From an optimization exercise on the open Yosys and OpenROAD flow, aimed at small area, a short achievable clock period and few clock cycles; shortcuts taken in it are not production practice.
The RTL was checked by simulation tests, not by an equivalence proof against the original design.
Power and IR drop assume default switching activity.

red:
## xxh32_calc_v2
module xxh32_calc_v2(
input	wire				clk,
input wire				rstN,
input wire				compress_start,
input wire				compress_done,
input wire	[31:0]	length,
input wire				length_valid,
input wire	[31:0]	data,
input wire				data_valid,
output wire	[31:0]	digest,
output reg				digest_valid
);
localparam	[31:0]	PRIME32_1 = 32'd2654435761;
localparam	[31:0]	PRIME32_2 = 32'd2246822519;
localparam	[2:0]	XF_R13 = 3'd0, XF_R17 = 3'd1, XF_R11 = 3'd2, XF_ID = 3'd3, XF_X13 = 3'd4, XF_X16 = 3'd5;
localparam	[1:0]	KA_P2 = 2'd0, KA_P3 = 2'd1, KA_P5 = 2'd2, KA_0 = 2'd3;
localparam	[2:0]	VS_D = 3'd0, VS_INIT = 3'd1, VS_H = 3'd2, VS_0 = 3'd3, VS_IN = 3'd4;
localparam	[1:0]	KC_P1 = 2'd0, KC_P4 = 2'd1, KC_1 = 2'd2;
reg	[31:0]	d_r;		 
reg				dv_r;
reg	[3:0]		len_q;
reg	[11:0]	ns;		 
reg				ns_nz;	 
reg				ns1;		 
reg	[1:0]		lane;
reg				first;
reg	[2:0]		tcnt;		 
reg				st_fl, st_is, st_bz, st_av;	 
reg	[2:0]		acnt;		 
reg	[1:0]		ph;
reg				av3;
reg				fw;		 
reg				om;		 
reg				pa;		 
reg				nz;		 
reg	[31:0]	o_r;		 
reg				o_ok;		 
reg	[31:0]	as, ac, xb, cs, cc, vd;
reg	[2:0]		xf_a;
reg	[1:0]		kc_a, kc_b;
reg	[31:0]	hacc;
reg	[23:0]	preg;
assign digest = xb;
wire	[1:0]		k = len_q[3:2];
wire	[1:0]		b = len_q[1:0];
wire	[2:0]		nops = {1'b0, k} + {1'b0, b};
wire				is_stripe = dv_r && ns_nz;
wire				is_tail   = dv_r && !ns_nz;
wire				last_stripe = is_stripe && (lane == 2'd3) && ns1;
wire				fl_adv   = st_fl && (!fw || is_tail);
wire				issue_op = st_is && om && o_ok;
wire				issue_av1 = st_is && !om;
wire				issue_av2 = st_av && ph[0];
reg				adv;
reg	[1:0]		ka, kc;
reg	[2:0]		xf;
reg	[2:0]		vs;
always @(*)
begin
	adv	= 1'b0;
	ka		= KA_0;
	vs		= VS_D;
	xf		= XF_ID;
	kc		= KC_1;
	if(is_stripe)
	begin
		adv	= 1'b1;
		ka		= KA_P2;
		vs		= first ? VS_INIT : VS_D;
		xf		= XF_R13;
		kc		= KC_P1;
	end
	else if(fl_adv)
	begin
		adv	= 1'b1;
		vs		= fw ? VS_IN : VS_D;
	end
	else if(issue_op)
	begin
		adv	= 1'b1;
		ka		= fw ? KA_P3 : KA_P5;
		vs		= (acnt == 3'd0) ? VS_H : VS_D;
		xf		= fw ? XF_R17 : XF_R11;
		kc		= fw ? KC_P4 : KC_P1;
	end
	else if(issue_av1)
	begin
		adv	= 1'b1;
		ka		= KA_P2;
		vs		= VS_0;
		xf		= XF_X13;
	end
	else if(issue_av2)
	begin
		adv	= 1'b1;
		ka		= KA_P3;
		vs		= VS_0;
		xf		= XF_X16;
	end
	else if(st_bz || st_av || av3)
		adv	= 1'b1;
end
reg	[31:0]	init_v;
always @(*)
  ...
Size in the first run: ~3,900 cells after synthesis, ~360 flip-flops, roughly 100 I/O pins, ~0.037 sq mm of cells after synthesis.
clock: 13.0 ns
lec_check: 0
cap_margin: 20
core_margin: 2
core_utilization: 60
place_density: 0.75
slew_margin: 20
tns_end_percent: 5
setup_slack_margin: 9
standard.sh (not shown) runs the stock make flow with config.mk's settings and CLKGATE_MAP_FILE= SYNTH_SCRIPT=/design/flow/synth_recipe.tcl, a recipe that flattens the netlist after the stock synthesis.
==> flow/flow/run.sh <==
#!/bin/bash
# The standard layout (standard.sh, unchanged synthesis and steps), with ORFS's
# timing repair asked to leave a setup margin, so that it speeds up the paths that
# set the achieved period even though they already meet the 13 ns clock.
set -o pipefail
export SETUP_SLACK_MARGIN=9
echo "export SETUP_SLACK_MARGIN = 9" >> config.mk
bash standard.sh > standard.log 2>&1
red was carried through to the last stage, and its layout satisfied the timing, DRC and antenna checks.
Testbench counts of red, summed over its fixed seeds: cycles 45,476.
Here is what was changed in the inputs of blue compared with red.
-- flow/config.mk --
<<< red, line 12
export SLEW_MARGIN = 20
export TNS_END_PERCENT = 5
export SETUP_SLACK_MARGIN = 9
>>> blue, line 12
export SLEW_MARGIN = 20
export SETUP_SLACK_MARGIN = 9
Results
Per the final summary, blue finished and its layout is clean on timing, DRC and antenna.
Taking red as the reference, in blue count of clock-buffer cells in the layout saw a decrease, post-route worst setup slack higher, setup slack after placement increased 0.38 ns, share of cell area taken by muxes after synthesis flat.
Of the two values seen for slowest cell on the critical path, sky130_fd_sc_hd__fa_1 was produced by blue and sky130_fd_sc_hd__a311oi_1 by red.
Worst hold slack across all endpoints is higher on blue
From red to blue the numbers moved as follows: combinational group share of total power picked up an extra 1.0 points, fraction of met1 tracks used by global routing fell by 0.32 points.

[port drivers added, routing unchanged]
In the flow no input, the clock included, has a driving cell. The finished layouts below were timed again as built, in two steps.
Step 1: set_driving_cell puts a clkbuf_16 on clk and a buf_2 on each other input, an assumption about the parent block.
Step 2, shift: input delay + t, output delay - t, t = (earliest + latest rising clock arrival at the registers) / 2. This alone moves slack from input paths to output paths.
a / b / c = ideal / step 1 / step 2; a / b = the first two.
run	t (ns)	slack for setup (ns)	hold WS [ns]	worst setup path after step 2	latest minus earliest clock arrival (ns)
red	0.659	8.652 / 8.652 / 8.217	0.404 / 0.404 / 0.404	input to register	0.029 / 0.029
blue	0.645	8.677 / 8.677 / 8.372	0.427 / 0.427 / 0.427	input to register	0.027 / 0.027
After both steps setup and hold are still met in every run listed. For red, which loses most, drivers alone change the setup slack by 0.000 ns; drivers and shift together by -0.435 ns.
